Source: an optimization exercise on an open RTL-to-GDS flow (aim: small area). Production flows keep margins and buffers that such runs may drop. In this exercise RTL edits were held to simulation tests only and were not proved equivalent to the original. No driver is modelled on the clock port, so clock power and skew are understated where the tree is cut down; a real chip needs a root buffer or a tree. No activity file was given, so power comes from the tool's default toggle rates.

run 1:
## UART_FIFO_Top
module UART_FIFO_Top #(
    parameter DATA_WIDTH = 8,
    parameter FIFO_DEPTH = 16,
    parameter ADDR_WIDTH = 4
)(
    input clk,
    input rst,
    input en,
    input push_in,
    input pop_in,
    input [DATA_WIDTH-1:0] din,
    input [3:0] threshold,
    output [DATA_WIDTH-1:0] dout,
    output empty,
    output full,
    output overrun,
    output underrun,
    output thr_trigger
);
reg [DATA_WIDTH-1:0] mem [0:FIFO_DEPTH-1];    
reg [ADDR_WIDTH-1:0] cnt;                     
reg empty_t, full_t, overrun_t, underrun_t, thr_t;
wire push = push_in & ~full_t;
wire pop  = pop_in & ~empty_t;
wire inc  = push & ~pop;
wire dec  = pop & ~push;
always @(posedge clk) begin
    if (push) begin
        mem[0] <= din;
        for (int i = 1; i < FIFO_DEPTH; i++)
            mem[i] <= mem[i-1];
    end
end
wire [FIFO_DEPTH-1:0] hit;
fifo_dec4 u_dec (.a(cnt), .y(hit));
genvar g;
  ...
Size in the first run: ~270 cells after synthesis, ~140 flip-flops, about 30 I/O pins, roughly 4900 um2 of cells after synthesis.
clock: 5.0 ns
lec_check: 0
cap_margin: 20
core_margin: 2
core_utilization: 40
slew_margin: 20
synth_hierarchical: 1
standard.sh (not shown) runs the stock make flow with config.mk's settings and CLKGATE_MAP_FILE= SYNTH_SCRIPT=/design/flow/synth_recipe.tcl, a recipe that flattens the netlist after the stock synthesis.
==> flow/flow/run.sh <==
#!/bin/bash
# The standard ORFS layout (the standard.sh), with three changes:
#  - the smallest buffer (buf_1) on each input and output port instead of
#    buffer_ports' default choice;
#  - after the floorplan, flow/downsize.tcl sets every combinational cell to
#    the smallest drive strength of its kind (placement's repair_design then
#    fixes any slew or capacitance this breaks);
#  - the clock tree is built by flow/cts_hook.tcl (a root clkbuf_8 feeding
#    CTS_NLEAF clkbuf_4 leaves over k-means clusters of the flip-flops)
#    instead of TritonCTS; the rest of ORFS's CTS step runs unchanged.
set -euo pipefail
export CTS_NLEAF=13
bash standard.sh \
  "BUFFER_PORTS_ARGS=-buffer_cell sky130_fd_sc_hd__buf_1" \
  "POST_FLOORPLAN_TCL=$(pwd)/flow/downsize.tcl" \
  "PRE_CTS_TCL=$(pwd)/flow/cts_hook.tcl" \
  finish > standard.log 2>&1
==> flow/flow/downsize.tcl <==
# Each combinational cell that synthesis gave more than the smallest drive
# strength is set back to the smallest one of its kind; placement's
# repair_design then sizes up or buffers whatever that leaves too weak.
set my_lib [lindex [get_libs *] 0]
set my_n 0
foreach inst [get_cells *] {
  set ref [get_property $inst ref_name]
  if {![regexp {^(sky130_fd_sc_hd__([a-z0-9]+))_([0-9]+)$} $ref -> base kind drive]} continue
  if {[regexp {^(df|edf|sdf|sedf|dl|tap|fill|decap|conb)} $kind]} continue
  set best $ref
  set best_area [get_property [get_lib_cells */$ref] area]
  foreach lc [get_lib_cells */${base}_*] {
    set name [get_property $lc name]
    if {![regexp "^${base}_\[0-9\]+\$" $name]} continue
    if {[get_property $lc dont_use]} continue
    set a [get_property $lc area]
    if {$a < $best_area} { set best $name; set best_area $a }
  }
  if {$best ne $ref} {
    replace_cell $inst [get_lib_cells */$best]
    incr my_n
  }
}
puts "downsize: $my_n cells set to their smallest drive strength"
Other scripts of this flow, unchanged in this note and not shown: flow/flow/cts_hook.tcl
Run 1: full flow OK, the timing, design-rule and antenna checks passed
The inputs of run 2 differ from those of run 1 as listed below.
-- flow/flow/run.sh --
<<< run 1, line 2
# The standard ORFS layout (the standard.sh), with three changes:
>>> run 2, line 2
# The standard ORFS layout (the standard.sh), with two changes:
<<< run 1, line 5
#  - after the floorplan, flow/downsize.tcl sets every combinational cell to
#    the smallest drive strength of its kind (placement's repair_design then
#    fixes any slew or capacitance this breaks);
>>> run 2, line 5
<<< run 1, line 15
  "POST_FLOORPLAN_TCL=$(pwd)/flow/downsize.tcl" \
>>> run 2, line 12
<<< run 1, line 17
>>> run 2, line 13
  "RECOVER_POWER=100" \
removed: flow/flow/downsize.tcl
Notes after the runs:
To summarise run 2: no stage aborted, but the layout did not pass its checks, failing on max-capacitance violations, max-slew violations.
Run 2 vs run 1 — arrival time of the worst setup path rose 0.08 ns.
[compare] base=run 1 new=run 2: share of total power in combinational logic up 0.3 points; first-pass GRT wire length up about 1.3%; power share of the clock group flat; synthesized cell count flat.
Last element of the critical path = dout[2]: run 2; last element of the critical path = dout[4]: run 1
The following lists how run 3 was set up differently from run 2:
-- flow/flow/run.sh --
<<< run 2, line 13
  "RECOVER_POWER=100" \
>>> run 3, line 13
The flow did not stop early for run 3: all stages ran, and the layout cleared the timing, design-rule and antenna checks.
Compare run 3 and run 2 | actual transition at the worst max-transition pin higher: run 2
Any difference in share of power burned in the clock network between run 2 and run 3 is small enough to ignore.
Worst setup slack ends up higher on run 2.
As far as final cell area excluding filler cells is concerned, run 2 and run 3 perform about the same.
Sort run 3 and run 2 by routed via count, ascending, and run 2 comes first.
Diff run 2 -> run 3: maximum operating frequency now smaller, number of vias per cell went up 0.79%, post-route DRC violation count flat, number of max-cap violations now sits lower, stage delay of the slowest cell on the critical path now sits higher.
After detailed routing, run 2 needs less wire than run 3.
In every run of this note, the design's own scripts or RTL, not TritonCTS, make the clock network.

## what the ideal ports hide
In the flow no input, the clock included, has a driving cell. The finished layouts below were timed again as built, in two steps. Step 1 assumes that a clkbuf_16 drives the clock port and a buf_2 every other input. Step 2 adds t to the input delays and takes it off the output delays; t is the mean of the earliest and latest rising clock arrival at the registers after step 1. Input paths then give back, and output paths get back, about the clock's delay inside the block. Three values: ideal ports, drivers, drivers and shift; two values: the first two.
| run | shift t [ns] | setup WS [ns] | hold slack, ns | clock arrival spread, ns |
|---|---|---|---|---|
| run 1 | 0.437 | 1.417 / 1.385 / 1.822 | 0.441 / 0.441 / 0.441 | 0.032 / 0.032 |
| run 2 | 0.450 | 1.344 / 1.308 / 1.344 | 0.452 / 0.452 / 0.452 | 0.013 / 0.013 |
| run 3 | 0.453 | 1.295 / 1.259 / 1.712 | 0.453 / 0.453 / 0.453 | 0.016 / 0.017 |
